Source: an optimization exercise on an open RTL-to-GDS flow (aim: a short achievable clock period and few clock cycles). Production flows keep margins and buffers that such runs may drop. In this exercise RTL edits were held to simulation tests only and were not proved equivalent to the original. Power is estimated from default activity; no workload was simulated.

===== flow/design.v =====
module ks_add32(a, b, cin, s, cout);
  input [31:0] a, b;
  input cin;
  output [31:0] s;
  output cout;
  wire [31:0] p0 = a ^ b;
  wire [31:0] g0 = (a & b) | {31'd0, p0[0] & cin};    
  wire [31:0] g1 = g0 | (p0 & {g0[30:0], 1'b0});
  wire [31:0] p1 = p0 & {p0[30:0], 1'b0};
  wire [31:0] g2 = g1 | (p1 & {g1[29:0], 2'b0});
  wire [31:0] p2 = p1 & {p1[29:0], 2'b0};
  wire [31:0] g3 = g2 | (p2 & {g2[27:0], 4'b0});
  wire [31:0] p3 = p2 & {p2[27:0], 4'b0};
  wire [31:0] g4 = g3 | (p3 & {g3[23:0], 8'b0});
  wire [31:0] p4 = p3 & {p3[23:0], 8'b0};
  wire [31:0] c  = g4 | (p4 & {g4[15:0], 16'b0});    
  assign s = p0 ^ {c[30:0], cin};
  assign cout = c[31];
endmodule
`timescale 1ns / 1ps
module mips_cpu(
  clk, reset,
  imem_addr, imem_rdata,
  dmem_addr, dmem_wdata, dmem_we, dmem_rdata,
  print_valid, print_data, halted
    );
    input clk;
    input reset;
    output [9:0] imem_addr;
    input [31:0] imem_rdata;
    output [9:0] dmem_addr;
    output [31:0] dmem_wdata;
    output dmem_we;
    input [31:0] dmem_rdata;
    output print_valid;
    output [31:0] print_data;
    output halted;
    reg  [9:0]  fa;          
    reg         fix_v;       
    reg  [31:0] fix_pc;
    reg  [31:0] ra_pred;     
    reg         d_v;
    reg  [31:0] d_ir;
    reg  [31:0] d_pc;
    reg         d_isJ, d_isJr, d_pt;
    reg  [31:0] d_jrt;
    reg  [4:0]  d_rA, d_rB;
    reg         e_v;
    reg  [31:0] e_A, e_B, e_SD;
    reg  [31:0] e_cA, e_cB;
    reg  [31:0] e_lsA, e_rsA;
    reg         e_rfill;
    reg  [3:0]  e_hl1, e_hl2, e_hr1, e_hr2;
    reg  [1:0]  e_hl3, e_hr3;
    reg  [31:0] e_xA, e_xB, e_lA, e_lB;    
    reg         stall_r;
    reg  [4:0]  e_rd;
    reg         e_wr, e_isLoad, e_isLh, e_isStore, e_isSys, e_isJal;
    reg         e_isJr;
    reg         e_rEq, e_rNe, e_rNeg, e_rPos, e_rJr;
    reg  [31:0] e_alt, e_jrt;
    reg         e_opAdd, e_opSub, e_opAnd, e_opOr, e_opXor, e_opNor;
    reg         e_opSlt, e_opSltu, e_opSll, e_opSrl, e_opSra;
    reg  [31:0] m_res, m_SD;
    reg  [4:0]  m_rd;
    reg         m_wr, m_isLoad, m_isLh, m_we;
    reg  [9:0]  m_addr;       
    reg         halt_r;
    reg         pv_r;
    reg  [31:0] pd_r;
    reg  [31:0] rf [1:31];
    wire [31:0] ldata = m_isLh ? {{16{dmem_rdata[15]}}, dmem_rdata[15:0]} : dmem_rdata;
    wire [31:0] wb_data = m_isLoad ? ldata : m_res;
    assign dmem_addr  = m_addr;
    assign dmem_wdata = m_SD;
    assign dmem_we    = m_we;
    reg  [31:0] w_data;
    reg  [4:0]  w_rd;
    reg         w_wr;
    always @(posedge clk) begin
      if (reset) w_wr <= 1'b0;
      else w_wr <= m_wr;
      w_data <= wb_data;
      w_rd <= m_rd;
    end
    reg rst_q;
    always @(posedge clk) rst_q <= reset;
    integer i;
    always @(posedge clk) begin
      if (rst_q) begin
        for (i = 1; i < 32; i = i + 1) rf[i] <= 32'd0;
      end else if (w_wr) begin
        rf[w_rd] <= w_data;
      end
    end
    wire [31:0] A  = e_A;
    wire [31:0] B  = e_B;
    wire [31:0] SD = e_SD;
    wire [31:0] sum, dif;
    wire        sum_co, dif_co;
    ks_add32 u_add(.a(A), .b(B), .cin(1'b0), .s(sum), .cout(sum_co));
    ks_add32 u_sub(.a(e_xA), .b(~e_xB), .cin(1'b1), .s(dif), .cout(dif_co));
    wire        sltu = ~dif_co;
    wire        slt  = e_xA[31] ^ ~e_xB[31] ^ dif_co;
    function [31:0] lsh;
      input [31:0] x;
      input [3:0] h1, h2;
      input [1:0] h3;
      reg [34:0] xe;
      reg [31:0] t1, t2;
      reg [43:0] t1e;
      reg [47:0] t2e;
      integer i;
      begin
        xe = {x, 3'b000};
        for (i = 0; i < 32; i = i + 1)
          t1[i] = (h1[0] & xe[i+3]) | (h1[1] & xe[i+2]) | (h1[2] & xe[i+1]) | (h1[3] & xe[i]);
        t1e = {t1, 12'd0};
        for (i = 0; i < 32; i = i + 1)
          t2[i] = (h2[0] & t1e[i+12]) | (h2[1] & t1e[i+8]) | (h2[2] & t1e[i+4]) | (h2[3] & t1e[i]);
        t2e = {t2, 16'd0};
        for (i = 0; i < 32; i = i + 1)
          lsh[i] = (h3[0] & t2e[i+16]) | (h3[1] & t2e[i]);
      end
    endfunction
    function [31:0] rsh;
      input [31:0] x;
      input f;
      input [3:0] h1, h2;
      input [1:0] h3;
      reg [34:0] xe;
      reg [31:0] t1, t2;
      reg [43:0] t1e;
      reg [47:0] t2e;
      integer i;
      begin
        xe = {{3{f}}, x};
        for (i = 0; i < 32; i = i + 1)
          t1[i] = (h1[0] & xe[i]) | (h1[1] & xe[i+1]) | (h1[2] & xe[i+2]) | (h1[3] & xe[i+3]);
        t1e = {{12{f}}, t1};
        for (i = 0; i < 32; i = i + 1)
          t2[i] = (h2[0] & t1e[i]) | (h2[1] & t1e[i+4]) | (h2[2] & t1e[i+8]) | (h2[3] & t1e[i+12]);
        t2e = {{16{f}}, t2};
        for (i = 0; i < 32; i = i + 1)
          rsh[i] = (h3[0] & t2e[i]) | (h3[1] & t2e[i+16]);
      end
    endfunction
    function [3:0] dec2;
      input [1:0] v;
      dec2 = {v == 2'd3, v == 2'd2, v == 2'd1, v == 2'd0};
    endfunction
    wire [31:0] shl  = lsh(e_lsA, e_hl1, e_hl2, e_hl3);
    wire [31:0] shr  = rsh(e_rsA, e_rfill, e_hr1, e_hr2, e_hr3);    
    wire [31:0] sra  = shr;
    function [31:0] pick;
      input [10:0] sel;    
      input [31:0] sum, dif, a, b, shl, shr, sra;
      input slt, sltu;
      begin
        pick = ({32{sel[10]}} & sum)
             | ({32{sel[9]}}  & dif)
             | ({32{sel[8]}}  & (a & b))
             | ({32{sel[7]}}  & (a | b))
             | ({32{sel[6]}}  & (a ^ b))
             | ({32{sel[5]}}  & ~(a | b))
             | {31'd0, (sel[4] & slt) | (sel[3] & sltu)}
             | ({32{sel[2]}}  & shl)
             | ({32{sel[1]}}  & shr)
             | ({32{sel[0]}}  & sra);
      end
    endfunction
    wire [10:0] e_ops = {e_opAdd, e_opSub, e_opAnd, e_opOr, e_opXor, e_opNor,
                         e_opSlt, e_opSltu, e_opSll, e_opSrl, e_opSra};
    wire [31:0] res = pick(e_ops, sum, dif, e_lA, e_lB, shl, shr, sra, slt, sltu);
    wire eq    = (e_cA == e_cB);
    wire redirect = (eq & e_rEq) | (~eq & e_rNe) | (e_cA[31] & e_rNeg) | (~e_cA[31] & e_rPos)
                  | (e_rJr & (e_cA != e_jrt));
    wire [31:0] rtgt = e_isJr ? e_cA : e_alt;
    wire halting = e_v & e_isSys & (A == 32'd10);
    always @(posedge clk) begin
      if (reset) begin
        halt_r <= 1'b0;
        pv_r   <= 1'b0;
      end else begin
        if (halting) halt_r <= 1'b1;
        pv_r <= e_v & e_isSys & ~halt_r;
      end
      pd_r <= {32{e_v & e_isSys}} & SD;    
    end
    assign halted = halt_r;
    assign print_valid = pv_r;
    assign print_data = pd_r;
    always @(posedge clk) begin
      if (e_v & e_isJal) ra_pred <= e_A;
    end
    always @(posedge clk) begin
      if (reset) begin
        m_wr <= 1'b0;
        m_isLoad <= 1'b0;
        m_we <= 1'b0;
      end else begin
        m_wr <= e_v & e_wr;
        m_isLoad <= e_v & e_isLoad;
        m_we <= e_v & e_isStore & ~halt_r & ~halting;    
      end
      m_res <= res;
      m_addr <= {10{e_v & (e_isLoad | e_isStore)}} & res[11:2];
      m_SD <= SD;
      m_rd <= e_rd;
      m_isLh <= e_isLh;
    end
    wire [5:0] op = d_ir[31:26];
    wire [4:0] rs = d_ir[25:21];
    wire [4:0] rt = d_ir[20:16];
    wire [4:0] rd = d_ir[15:11];
    wire [4:0] sh = d_ir[10:6];
    wire [5:0] fn = d_ir[5:0];
    wire [15:0] imm = d_ir[15:0];
    wire isR    = (op == 6'h00);
    wire r_sll  = isR & (fn == 6'h00);
    wire r_srl  = isR & (fn == 6'h02);
    wire r_sra  = isR & (fn == 6'h03);
    wire r_jr   = isR & (fn == 6'h08);
    wire r_sys  = isR & (fn == 6'h0c);
    wire r_add  = isR & ((fn == 6'h20) | (fn == 6'h21));
    wire r_sub  = isR & ((fn == 6'h22) | (fn == 6'h23));
    wire r_and  = isR & (fn == 6'h24);
    wire r_or   = isR & (fn == 6'h25);
    wire r_xor  = isR & (fn == 6'h26);
    wire r_nor  = isR & (fn == 6'h27);
    wire r_slt  = isR & (fn == 6'h2a);
    wire r_sltu = isR & (fn == 6'h2b);
    wire r_shi  = r_sll | r_srl | r_sra;
    wire r_other = isR & ~(r_shi | r_jr | r_sys | r_add | r_sub | r_and | r_or
                           | r_xor | r_nor | r_slt | r_sltu);    
    wire i_addi  = (op == 6'h08);
    wire i_addiu = (op == 6'h09);
    wire i_slti  = (op == 6'h0a);
    wire i_andi  = (op == 6'h0c);
    wire i_ori   = (op == 6'h0d);
    wire i_xori  = (op == 6'h0e);
    wire i_lw    = (op == 6'h23);
    wire i_lh    = (op == 6'h21);
    wire i_sw    = (op == 6'h2b);
    wire i_beq   = (op == 6'h04);
    wire i_bne   = (op == 6'h05);
    wire i_bltz  = (op == 6'h01) & (rt == 5'd0);
    wire i_jal   = (op == 6'h03);
    wire wr_rd = isR & ~r_jr & ~r_sys;
    wire wr_rt = i_addi | i_addiu | i_slti | i_andi | i_ori | i_xori | i_lw | i_lh;
    wire [4:0] dst = i_jal ? 5'd31 : (wr_rd ? rd : rt);
    wire d_wr = (wr_rd | wr_rt | i_jal) & (dst != 5'd0);
    wire usesA  = isR | i_addi | i_addiu | i_slti | i_andi | i_ori | i_xori
                | i_lw | i_lh | i_sw | i_beq | i_bne | i_bltz;
    wire usesB  = (isR & ~r_shi & ~r_jr & ~r_sys) | i_beq | i_bne;
    wire usesSD = i_sw | r_sys;
    wire useImm = ~usesB;
    wire [31:0] sext = {{16{imm[15]}}, imm};
    wire [31:0] immv = r_shi ? {27'd0, sh} : i_addiu ? {16'd0, imm} : i_jal ? 32'd0 : sext;
    wire [31:0] rfA = (d_rA == 5'd0) ? 32'd0 : rf[d_rA];
    wire [31:0] rfB = (d_rB == 5'd0) ? 32'd0 : rf[d_rB];
    wire hitA = m_wr & (m_rd == d_rA);
    wire hitB = m_wr & (m_rd == d_rB);
    wire hwA = w_wr & (w_rd == d_rA);
    wire hwB = w_wr & (w_rd == d_rB);
    wire [31:0] pc4sum;
    wire        pc4co;
    ks_add32 u_pc4(.a({2'b00, d_pc[31:2]}), .b(32'd0), .cin(1'b1), .s(pc4sum), .cout(pc4co));
    wire [31:0] d_pc4 = {pc4sum[29:0], d_pc[1:0]};
    wire [31:0] valA = hitA ? wb_data : hwA ? w_data : (i_jal ? d_pc4 : rfA);
    wire [31:0] valB = hitB ? wb_data : hwB ? w_data : rfB;
    wire mA = e_v & e_wr & (e_rd == d_rA);
    wire mB = e_v & e_wr & (e_rd == d_rB);
    wire fA = mA & ~i_jal;        
    wire fB = mB & ~useImm;
    wire stall = stall_r;
    wire [31:0] btsum;
    wire        btco;
    ks_add32 u_bt(.a({2'b00, d_pc[31:2]}), .b({2'b00, sext[29:0]}), .cin(1'b1), .s(btsum), .cout(btco));
    wire [31:0] d_btgt = {btsum[29:0], d_pc[1:0]};
    wire [31:0] d_jtgt = {d_pc4[31:28], d_ir[25:0], 2'b00};
    wire [31:0] nA  = pick(e_ops & {11{fA}}, sum, dif, e_lA, e_lB, shl, shr, sra, slt, sltu)
                    | ({32{~fA}} & valA);
    wire [31:0] nB  = pick(e_ops & {11{fB}}, sum, dif, e_lA, e_lB, shl, shr, sra, slt, sltu)
                    | ({32{~fB & ~useImm}} & valB) | ({32{useImm}} & immv);
    wire [31:0] nSD = pick(e_ops & {11{mB}}, sum, dif, e_lA, e_lB, shl, shr, sra, slt, sltu)
                    | ({32{~mB}} & valB);
    wire isShL   = r_sll | r_xor | r_other | i_lh;
    wire isShR   = r_srl | r_sra;
    wire isCmpA  = i_beq | i_bne | i_bltz | r_jr;
    wire isCmpB  = i_beq | i_bne;
    wire isSubOp = r_sub | r_slt | i_slti | r_sltu;
    wire isLogOp = r_and | i_andi | r_or | i_ori | i_jal | i_xori | r_nor;
    wire vnext = d_v & ~stall & ~redirect & ~reset;    
    always @(posedge clk) begin
      e_v <= vnext;
      e_A  <= nA;
      e_B  <= nB;
      e_SD <= nSD;
      e_lsA <= {32{isShL}} & nA;
      e_rsA <= {32{isShR}} & nA;
      e_rfill <= r_sra & nA[31];
      e_hl1 <= {4{isShL}} & dec2(nB[1:0]);
      e_hl2 <= {4{isShL}} & dec2(nB[3:2]);
      e_hl3 <= {2{isShL}} & {nB[4], ~nB[4]};
      e_hr1 <= {4{isShR}} & dec2(nB[1:0]);
      e_hr2 <= {4{isShR}} & dec2(nB[3:2]);
      e_hr3 <= {2{isShR}} & {nB[4], ~nB[4]};
      e_cA <= {32{isCmpA}} & nA;
      e_cB <= {32{isCmpB}} & nB;
      e_xA <= {32{isSubOp}} & nA;
      e_xB <= {32{isSubOp}} & nB;
      e_lA <= {32{isLogOp}} & nA;
      e_lB <= {32{isLogOp}} & nB;
      e_rd <= dst;
      e_wr <= d_wr;
      e_isLoad <= i_lw | i_lh;
      e_isLh <= i_lh;
      e_isStore <= i_sw;
      e_isSys <= r_sys;
      e_isJal <= i_jal;
      e_isJr <= r_jr;
      e_rEq  <= vnext & ((i_beq & ~d_pt) | (i_bne & d_pt));
      e_rNe  <= vnext & ((i_beq & d_pt) | (i_bne & ~d_pt));
      e_rNeg <= vnext & i_bltz & ~d_pt;
      e_rPos <= vnext & i_bltz & d_pt;
      e_rJr  <= vnext & r_jr;
      e_alt <= d_pt ? d_pc4 : d_btgt;
      e_jrt <= d_jrt;
      e_opAdd <= r_add | i_addi | i_addiu | i_lw | i_sw;
      e_opSub <= r_sub;
      e_opAnd <= r_and | i_andi;
      e_opOr  <= r_or | i_ori | i_jal;
      e_opXor <= i_xori;
      e_opNor <= r_nor;
      e_opSlt <= r_slt | i_slti;
      e_opSltu <= r_sltu;
      e_opSll <= r_sll | r_xor | r_other | i_lh;    
      e_opSrl <= r_srl;
      e_opSra <= r_sra;
    end
    wire [31:0] fi = imem_rdata;
    wire [5:0]  f_op = fi[31:26];
    wire        f_isR  = (f_op == 6'h00);
    wire        f_isJ  = (f_op == 6'h02) | (f_op == 6'h03);
    wire        f_isJr = f_isR & (fi[5:0] == 6'h08);
    wire        f_sys  = f_isR & (fi[5:0] == 6'h0c);
    wire        f_shi  = f_isR & ((fi[5:0] == 6'h00) | (fi[5:0] == 6'h02) | (fi[5:0] == 6'h03));
    wire        f_isBr = (f_op == 6'h04) | (f_op == 6'h05) | ((f_op == 6'h01) & (fi[20:16] == 5'd0));
    wire        f_same = (fi[25:21] == fi[20:16]);
    wire        f_pt   = ((f_op == 6'h04) & (f_same | fi[15]))
                       | ((f_op == 6'h05) & ~f_same)
                       | ((f_op == 6'h01) & (fi[20:16] == 5'd0) & fi[15] & (fi[25:21] != 5'd0));
    wire [4:0]  f_rA = f_isJr ? 5'd31 : f_sys ? 5'd2 : f_shi ? fi[20:16] :
                       (f_op == 6'h03) ? 5'd0 : fi[25:21];
    wire [4:0]  f_rB = f_sys ? 5'd4 : fi[20:16];
    wire        f_rt0  = (fi[20:16] == 5'd0);
    wire        f_usesA = f_isR | (f_op == 6'h08) | (f_op == 6'h09) | (f_op == 6'h0a)
                        | (f_op == 6'h0c) | (f_op == 6'h0d) | (f_op == 6'h0e)
                        | (f_op == 6'h23) | (f_op == 6'h21) | (f_op == 6'h2b)
                        | (f_op == 6'h04) | (f_op == 6'h05) | ((f_op == 6'h01) & f_rt0);
    wire        f_usesB = (f_isR & ~f_shi & ~f_isJr) | (f_op == 6'h04) | (f_op == 6'h05)
                        | (f_op == 6'h2b);
    wire        f_ldhit = d_v & (i_lw | i_lh) & d_wr
                        & ((f_usesA & (f_rA == dst)) | (f_usesB & (f_rB == dst)));
    wire [31:0] fa1s, fbts;
    wire        fa1co, fbtco;
    ks_add32 u_fa1(.a({22'd0, fa}), .b(32'd0), .cin(1'b1), .s(fa1s), .cout(fa1co));
    ks_add32 u_fbt(.a({22'd0, fa}), .b({22'd0, fi[9:0]}), .cin(1'b1), .s(fbts), .cout(fbtco));
    wire [9:0]  fa1 = fa1s[9:0];
    wire [9:0]  fpred = f_isJ ? fi[9:0] : f_isJr ? ra_pred[11:2] :
                        f_pt ? fbts[9:0] : fa1;
    wire [31:0] d_tgt = d_isJ ? d_jtgt : d_isJr ? d_jrt : d_btgt;
    wire [31:0] pcF = fix_v ? fix_pc : ((d_isJ | d_isJr | d_pt) ? d_tgt : d_pc4);
    always @(posedge clk) begin
      if (reset) begin
        fa <= 10'd0;
        fix_v <= 1'b1;
        d_v <= 1'b0;
      end else if (redirect) begin
        fa <= rtgt[11:2];
        fix_v <= 1'b1;
        d_v <= 1'b0;
      end else if (~stall) begin
        fa <= fpred;
        fix_v <= 1'b0;
        d_v <= 1'b1;
      end
      fix_pc <= reset ? 32'd0 : rtgt;
      stall_r <= ~reset & ~stall & ~redirect & f_ldhit;
      if (~stall) begin
        d_ir <= fi;
        d_pc <= pcF;
        d_isJ <= f_isJ;
        d_isJr <= f_isJr;
        d_pt <= f_pt;
        d_jrt <= ra_pred;
        d_rA <= f_rA;
        d_rB <= f_rB;
      end
    end
    assign imem_addr = fa;
endmodule

===== flow/config.mk =====
export PLATFORM = sky130hd
export DESIGN_NAME = mips_cpu
export DESIGN_NICKNAME = mips_cpu
export VERILOG_FILES = /design/flow/design.v
export SDC_FILE = /design/flow/constraint.sdc
export NUM_CORES = 4
export LEC_CHECK = 0
export CAP_MARGIN = 20
export CORE_MARGIN = 2
export CORE_UTILIZATION = 30
export PLACE_DENSITY = 0.45
export SLEW_MARGIN = 20

===== flow/standard.sh =====
#!/bin/bash
# synth_recipe.tcl (not shown) runs the flow's synth.tcl, then flattens the netlist and writes it again
# the make line also repeats each setting of config.mk as NAME=value (left out here)
make -C /OpenROAD-flow-scripts/flow DESIGN_CONFIG=/design/flow/config.mk WORK_HOME=/design/flow/orfs CLKGATE_MAP_FILE= SYNTH_SCRIPT=/design/flow/synth_recipe.tcl "${@:-finish}"

===== flow/constraint.sdc =====
create_clock -name core_clock -period 10.0 [get_ports {clk}]
set_input_delay 2.0000 -clock core_clock [delete_from_list [all_inputs] [get_ports {clk}]]
set_output_delay 2.0000 -clock core_clock [all_outputs]
set_load 0.01 [all_outputs]

===== flow/flow/run.sh =====
#!/bin/bash
# The standard layout (standard synthesis unchanged), with repair_timing aiming
# for extra setup slack so the layout is pushed below the design's 10 ns period.
set -o pipefail
bash standard.sh SETUP_SLACK_MARGIN=8 ABC_CLOCK_PERIOD_IN_PS=1000 finish > flow_make.log 2>&1

==> results of run 1 <==
[what timing repair did]
| action | CTS | global route |
|---|---|---|
| pin swaps | 294 | 321 |
| endpoints found under the setup margin | 2720 | 1956 |
| resized for setup | 1878 | 778 |
| hold buffers | 0 | 0 |
| setup buffers | 581 | 251 |
| gates cloned | 145 | 36 |
[layer usage]
metal | vias up | routed length (microns)
met5 | - | 13
met1 | 37710 | 172500
met4 | 2 | 31710
met3 | 1060 | 37080
met2 | 4034 | 215700
li1 | 30170 | -
[registers in the layout, summed over array words and instances (netlist names), 32 cells and up, named ones only]
register	flops
e_cB	32
pd_r	32
e_xB	32
e_cA	32
e_jrt	32
d_jrt	32
w_data	32
e_SD	32
e_A	32
e_lB	32
e_xA	32
rf	1024
e_lA	32
d_ir	32
e_rsA	32
e_alt	32
e_B	32
fix_pc	32
d_pc	32
e_lsA	32
ra_pred	32
m_res	32
m_SD	32
[report_power, final]
| group | switching [uW] | internal (uW) | leakage (uW) | total [uW] |
|---|---|---|---|---|
| registers | 383 | 8470 | 0.0176 | 8850 |
| logic | 2240 | 1900 | 0.0275 | 4140 |
| clock network | 3440 | 4720 | 0.00346 | 8160 |
[path summary, 6_finish.rpt]
check | start | to | depth (start not counted)
setup / recovery | flop | e_hr2[1]$_DFF_P_ | 10
hold / removal | e_SD[22]$_DFF_P_ | m_SD[22]$_DFF_P_ | 0
setup reg to reg | flop | e_hr2[1]$_DFF_P_ | 10
hold reg to reg | e_SD[22]$_DFF_P_ | m_SD[22]$_DFF_P_ | 0
[final cells by class]
class                      instances  area share
clock inverter                   112    0.008080
sequential                      1842      0.3773
clock buffer                     281     0.04687
timing repair inverter             1  0.00003866
tap                             4120     0.03982
multi-input combinational       4840      0.3744
inverter                         237    0.007442
timing repair buffer            1330      0.1457
antenna                           17   0.0003286
[cell usage after synthesis (74+ instances only)]
cell / n
ha_1: 167
and3_1: 89
mux4_2: 633
nand3_1: 74
nand2_1: 400
a22oi_1: 146
xnor2_1: 76
xor2_1: 135
buf_2: 74
nor2_1: 431
and2_1: 1046
a21oi_1: 255
clkbuf_1: 479
o21ai_0: 277
edfxtp_1: 1165
inv_1: 236
mux2i_1: 127
dfxtp_1: 677
[cell families (layout without fill, tap and decap cells)]
family | count (synthesis) | count (layout) | synth area share
buffers and inverters | 836 | 1961 | 0.03494
muxes | 807 | 807 | 0.1724
other | 0 | 17 | 0
xor gates and xnor gates | 211 | 211 | 0.01985
and+or+nand+nor | 2355 | 2378 | 0.1354
adders and majority gates | 172 | 172 | 0.02341
AOI/OAI and AO/OA | 1271 | 1272 | 0.09277
DFF | 1842 | 1842 | 0.5212
[through the flow]
step | hold slack, ns | util | instance area [sq um]
after floorplan | 0.3096 | - | 95140
after global placement | 0.3359 | 0.3259 | 100700
after detailed placement | 0.3352 | 0.3261 | 100700
after CTS | 0.3450 | 0.3993 | 123300
after global routing | 0.3475 | 0.4190 | 129400
final | 0.3416 | 0.4192 | 129500
==> impl_metrics.tcl, run 1 <==
set metrics [dict create \
    grt.met3_usage 0.04917 \
    cp.arrival_ns 4.43 \
    fp.coreArea_sq_um 308800 \
    die_area_sq_um 314900 \
    start_kind "flop" \
    layout_common_cells "1165 x edfxtp_1, 920 x and2_1, 633 x mux4_2" \
    dieWidth_microns 561.1 \
    synth_edf_count 1165 \
    yosysTopAreaCellShare 0.3757 \
    globalplace.congestion 0.9118 \
    fin_crit_sh 0.3635 \
    fmax_mhz 275.1 \
    grt.busiest_layer "met2" \
    grt_max_degree 63 \
    grt_pass1_wl_microns 599800 \
    num_vias 72980 \
    fp.dieH_microns 561.1 \
    drtAntennaViolNets 0 \
    port_buffers 152 \
    synth-seq-area-share 0.5212 \
    slew_headroom 0.2287 \
    outcome "no timing/DRC/antenna violations" \
    path_max_fanout 12 \
    power.total_uw 21150 \
    synthCells 7494 \
    syn_area_per_cell_sq_um 12.43 \
    avgViaCountPerCell 5.710 \
    htree_levels 4 \
    cts_sinks 1842 \
    synth_warnings 1 \
    synth_nets 7731 \
    syn2layout_area_growth_pct 39.02 \
    grt_antenna_before_repair 36 \
    cp_common_cell "mux4_2" \
    drt-wirelength-per-cell_microns 35.76 \
    area.sequential_sq_um 48840 \
    ys_ff_latch 1842 \
    crit_path_top_delay_cell "a222oi_1" \
    dpl.cell_count 11360 \
    clock_latency_ns 0.92 \
    grtUsageTotal 0.2747 \
    cp.required_ns 10.79 \
    setup_viol 0 \
    cp_top_family "multiplexers" \
    cts_tree "done" \
    nFillCells 28120 \
    crit_path_max_incr_delay_ns 0.65 \
    synth_top_cell_by_area "edfxtp_1" \
    synthFlopType "edfxtp_1" \
    crit_type "reg2reg" \
    rsz0062_at_grt "true" \
    hold_viol 0 \
    tightestPinTransition_ns 1.156 \
    clk_pin_slew_ns 0.06 \
    synth.top_cells.by_area "edfxtp_1 38%, mux4_2 15%, dfxtp_1 15%" \
    remaining_drc_errors 0 \
    hold_class "reg2reg" \
    dp_hpwl_microns 258800 \
    ioPinCount 153 \
    multi_input_area_sq_um 48470 \
    finClkSkew_ns 0.07777 \
    routed_wirelength_microns 457000 \
    async_flop_share 0 \
    drt_iter0_markers 8711 \
    grt_overflow 0 \
    critPathBufInv 2 \
    grt_pass1_vias 70050 \
    layout.nets 8709 \
    final_cells 12780 \
    use_met2 0.4565 \
    synthesis.area_sq_um 93120 \
    layout_commonest_cell "edfxtp_1" \
    ff2ff_setup_slack_ns 6.37 \
    row_count 204 \
    p_leak_uw 0.04865 \
    firstDrtPassIters 8 \
    cts_inserted_buffers 220 \
    layout-drive-gt1-share 0.4110 \
    vdd_ir_drop_max_mv 0.1318 \
    grt_use_met1 0.3424 \
    ys_types 88 \
    finalSetupTns_ns 0 \
    dp_slack_ns 4.168 \
    fin_ws_ns 6.365 \
    powerDensity_nw_per_um2 163.4 \
    worstPathCellList "buf_16 -> mux4_2 -> mux4_2 -> nand2_2 -> nand2_4 -> a222oi_1 -> mux2i_4 -> a221oi_4 -> buf_12 -> and3_1" \
    fin_crit_ns 3.635 \
    drv_slew 0 \
    initial_utilization 0.3015 \
    cts_buffer_depth 4 \
    endpoint_kind "flop" \
    root_buffer "clkbuf_16" \
    max-cap-violations 0 \
]
Testbench counts, summed over its fixed seeds: cycles 167,082.
==> run 2, diff against run 1 <==
--- a/flow/design.v
+++ b/flow/design.v
@@ -38,5 +38,6 @@
     reg  [9:0]  fa;          
     reg         fix_v;       
-    reg  [31:0] fix_pc;
+    reg         fix_e;       
+    reg  [31:0] fix_pe, fix_pd;
     reg  [31:0] ra_pred;     
     reg         d_v;
@@ -372,4 +373,5 @@
                         f_pt ? fbts[9:0] : fa1;
     wire [31:0] d_tgt = d_isJ ? d_jtgt : d_isJr ? d_jrt : d_btgt;
+    wire [31:0] fix_pc = fix_e ? fix_pe : fix_pd;
     wire [31:0] pcF = fix_v ? fix_pc : ((d_isJ | d_isJr | d_pt) ? d_tgt : d_pc4);
     always @(posedge clk) begin
@@ -382,21 +384,25 @@
         fix_v <= 1'b1;
         d_v <= 1'b0;
-      end else if (~stall) begin
+      end else if (stall) begin
+        fa <= d_pc[11:2];
+        fix_v <= 1'b1;
+        d_v <= 1'b0;
+      end else begin
         fa <= fpred;
         fix_v <= 1'b0;
         d_v <= 1'b1;
       end
-      fix_pc <= reset ? 32'd0 : rtgt;
+      fix_e <= redirect & ~reset;
+      fix_pe <= rtgt;
+      fix_pd <= reset ? 32'd0 : d_pc;
       stall_r <= ~reset & ~stall & ~redirect & f_ldhit;
-      if (~stall) begin
-        d_ir <= fi;
-        d_pc <= pcF;
-        d_isJ <= f_isJ;
-        d_isJr <= f_isJr;
-        d_pt <= f_pt;
-        d_jrt <= ra_pred;
-        d_rA <= f_rA;
-        d_rB <= f_rB;
-      end
+      d_ir <= fi;
+      d_pc <= pcF;
+      d_isJ <= f_isJ;
+      d_isJr <= f_isJr;
+      d_pt <= f_pt;
+      d_jrt <= ra_pred;
+      d_rA <= f_rA;
+      d_rB <= f_rB;
     end
     assign imem_addr = fa;
==> flow/flow/run.sh (replaced) <==
#!/bin/bash
# The standard layout (standard synthesis unchanged), with repair_timing aiming
# for extra setup slack so the layout is pushed below the design's 10 ns period.
set -o pipefail
bash standard.sh SETUP_SLACK_MARGIN=7.5 ABC_CLOCK_PERIOD_IN_PS=1000 finish > flow_make.log 2>&1
--- a/flow/config.mk
+++ b/flow/config.mk
@@ -8,5 +8,5 @@
 export CAP_MARGIN = 20
 export CORE_MARGIN = 2
-export CORE_UTILIZATION = 30
-export PLACE_DENSITY = 0.45
+export CORE_UTILIZATION = 35
+export PLACE_DENSITY = 0.5
 export SLEW_MARGIN = 20
==> impl_metrics.tcl, run 2 <==
set metrics [dict create \
    outcome "no timing/DRC/antenna violations" \
    cts_sinks 1865 \
    endpoint_kind "flop" \
    drt-wirelength-per-cell_microns 36.33 \
    power.total_uw 20150 \
    clk_pin_slew_ns 0.06 \
    p_sw_uw 5620 \
    firstDrtPassIters 6 \
    cts_inserted_buffers 208 \
    num_vias 72380 \
    powerDensity_nw_per_um2 166.0 \
    seqPwrFrac 0.434 \
    initial_utilization 0.3513 \
    tightestPinTransition_ns 1.161 \
    synthesis.area_sq_um 92960 \
    layout_common_cells "1058 x edfxtp_1, 1015 x and2_1, 634 x dfxtp_1" \
    synth_commonest_cells "1058 x edfxtp_1, 1026 x and2_1, 807 x dfxtp_1, 608 x mux4_2, 468 x clkbuf_1" \
    die_area_sq_um 269800 \
    layout.nets 8417 \
    ioPinCount 153 \
    row_count 189 \
    synth_top_cell_by_area "edfxtp_1" \
    power_switching_share 0.2789 \
    hold_viol 0 \
    grt_pass1_vias 69810 \
    routed_wirelength_microns 432200 \
    htree_levels 4 \
    p_int_uw 14530 \
    finClkSkew_ns 0.06132 \
    cp.required_ns 10.81 \
    cp.arrival_ns 4.35 \
    synthCells 7560 \
    syn2layout_area_growth_pct 30.58 \
    synth_warnings 1 \
    remaining_drc_errors 0 \
    p_comb_frac 0.166 \
    hold_slack_ns 0.3408 \
    grt_pass1_wl_microns 583100 \
    synth_edf_count 1058 \
    worstPathCellList "buf_12 -> buf_12 -> buf_16 -> mux4_2 -> mux4_2 -> a22oi_2 -> nand3_2 -> o211a_4 -> a222oi_1 -> buf_4 -> buf_8 -> nor3b_2" \
    synth-seq-area-share 0.5155 \
    synthFlopType "edfxtp_1" \
    slew_headroom 0.2250 \
    max-cap-violations 0 \
    fmax_mhz 282.1 \
    dieWidth_microns 519.4 \
    dp_hpwl_microns 257300 \
    crit_path_top_delay_cell "mux4_2" \
    grt_antenna_before_repair 47 \
    grtUsageTotal 0.3093 \
    p_clk_frac 0.400 \
    hold_class "reg2reg" \
    hold_buffers 0 \
    synth_nets 7797 \
    avgViaCountPerCell 6.083 \
    fin_crit_sh 0.3545 \
    drv_slew 0 \
    p_leak_uw 0.04520 \
    yosysTopAreaCellShare 0.3417 \
    fin_crit_ns 3.545 \
    globalplace.congestion 0.9584 \
    async_flop_share 0 \
    ys_ff_latch 1865 \
    path_max_fanout 6 \
    syn_area_per_cell_sq_um 12.30 \
    setup_viol 0 \
    layout-drive-gt1-share 0.3809 \
    largest_reg_flops 1024 \
    fp.dieH_microns 519.4 \
    start_kind "flop" \
    ys_types 91 \
    port_buffers 152 \
    fp.coreArea_sq_um 264600 \
    drtAntennaViolNets 0 \
    cts_buffer_depth 3 \
    crit_path_max_incr_delay_ns 0.53 \
    regMostFlops "rf" \
    cts_tree "done" \
    layout_commonest_cell "edfxtp_1" \
    drt_iter0_markers 9525 \
    grt_overflow 0 \
    crit_type "reg2reg" \
    grt_max_degree 60 \
    finalSetupTns_ns 0 \
    synth.top_cells.by_area "edfxtp_1 34%, dfxtp_1 17%, mux4_2 15%" \
    vdd_ir_drop_max_mv 0.1692 \
    yosysMostFrequentCell "edfxtp_1" \
    clock_latency_ns 0.91 \
    rsz0062_at_grt "true" \
    root_buffer "clkbuf_16" \
    nFillCells 23560 \
]
run 2: path summary, 6_finish.rpt:
path	end	cells past startpoint	startpoint	slack, ns
setup / recovery	e_hr1[1]$_DFF_P_	12	d_rB[0]$_DFF_P_	6.46
hold / removal	d_jrt[25]$_DFF_P_	0	ra_pred[25]$_DFFE_PP_	0.34
setup reg to reg	e_hr1[1]$_DFF_P_	12	d_rB[0]$_DFF_P_	6.46
hold reg to reg	d_jrt[25]$_DFF_P_	0	ra_pred[25]$_DFFE_PP_	0.34
run 2: routing by layer:
metal / track usage / part of all wire
met4: 0.1737 / 0.070
met5: 0 / 0.00014
met3: 0.06164 / 0.095
met1: 0.3968 / 0.38
met2: 0.4891 / 0.46
run 2: cell type report:
class,count,area [sq um],share of cell area
Multi-Input combinational cell,4862,48520,0.3997
Antenna cell,12,30.03,0.0002474
Tap cell,3533,4420,0.03641
Clock buffer,262,5592,0.04606
Clock inverter,121,1446,0.01191
Timing Repair Buffer,994,12100,0.09964
Sequential cell,1865,48300,0.3979
Inverter,249,991.0,0.008163
run 2: power groups by stage:
stage,registers (uW),clock network [uW],logic [uW]
2_1_floorplan,8730,0,1430
3_3_place_gp,8910,0,2270
3_5_place_dp,8920,0,2280
4_1_cts,8730,8120,3000
5_1_grt,8770,8420,3430
6_report,8740,8070,3340
run 2: metrics by stage:
stage               instances  setup slack, ns  utilization  instance area, sq um
floorplan                7560            5.938            -                 94030
global placement        10830            4.861       0.3748                 99180
detailed placement      10830            4.871       0.3751                 99250
CTS                     11680            6.580       0.4414                116800
global route            11890            6.453       0.4587                121400
finish                  11900            6.455       0.4588                121400
run 2: worst max-delay path, delay by kind of cell, from the launching register on:
family,cells,cell delay [ns]
muxes,2,1.03
AOI/OAI and AO/OA,3,0.92
buffers and inverters,5,0.81
DFF,1,0.37
and+or+nand+nor,2,0.30
run 2: kinds of logic after synthesis:
kind of cell	synth area share
simple gates	0.1321
flops	0.5155
compound gates	0.09968
buf+inv	0.03657
mux	0.1731
xor+xnor	0.01960
fa+ha+maj	0.02334
run 2: what timing repair did:
item	4_1_cts	5_1_grt
endpoints found under the setup margin	2229	1120
cloned	77	17
buffers inserted	389	193
pin swaps	281	256
gates resized for setup	1712	583
Testbench counts of run 2, summed over its fixed seeds: cycles 168,341.

-- port drivers added, routing unchanged --
The results above use ideal ports. As a check the final layouts listed here were re-extracted and re-timed, cells and wires unchanged. Step 1: set_driving_cell puts a clkbuf_16 on clk and a buf_2 on each other input, an assumption about the parent block. Step 2 moves the port delays by t, midway between the first and last clock arrival at a register: inputs arrive t later, outputs are due t later. That takes back most of the time a late clock gives input paths. a / b / c = no drivers / after step 1 / after step 2; a / b = the first two.
| run | t (ns) | slack for setup (ns) | latest minus earliest clock arrival (ns) | worst slew at a driven data input, ns | cell pins on the clock port's net |
|---|---|---|---|---|---|
| run 1 | 0.978 | 6.365 / 6.365 / 5.558 | 0.080 / 0.080 | 0.11 | 1 |
| run 2 | 0.982 | 6.455 / 6.455 / 5.645 | 0.062 / 0.061 | 0.11 | 1 |
After both steps setup and hold are still met in every run listed. For run 2, which loses most, drivers alone change the setup slack by 0.000 ns; drivers and shift together by -0.810 ns.
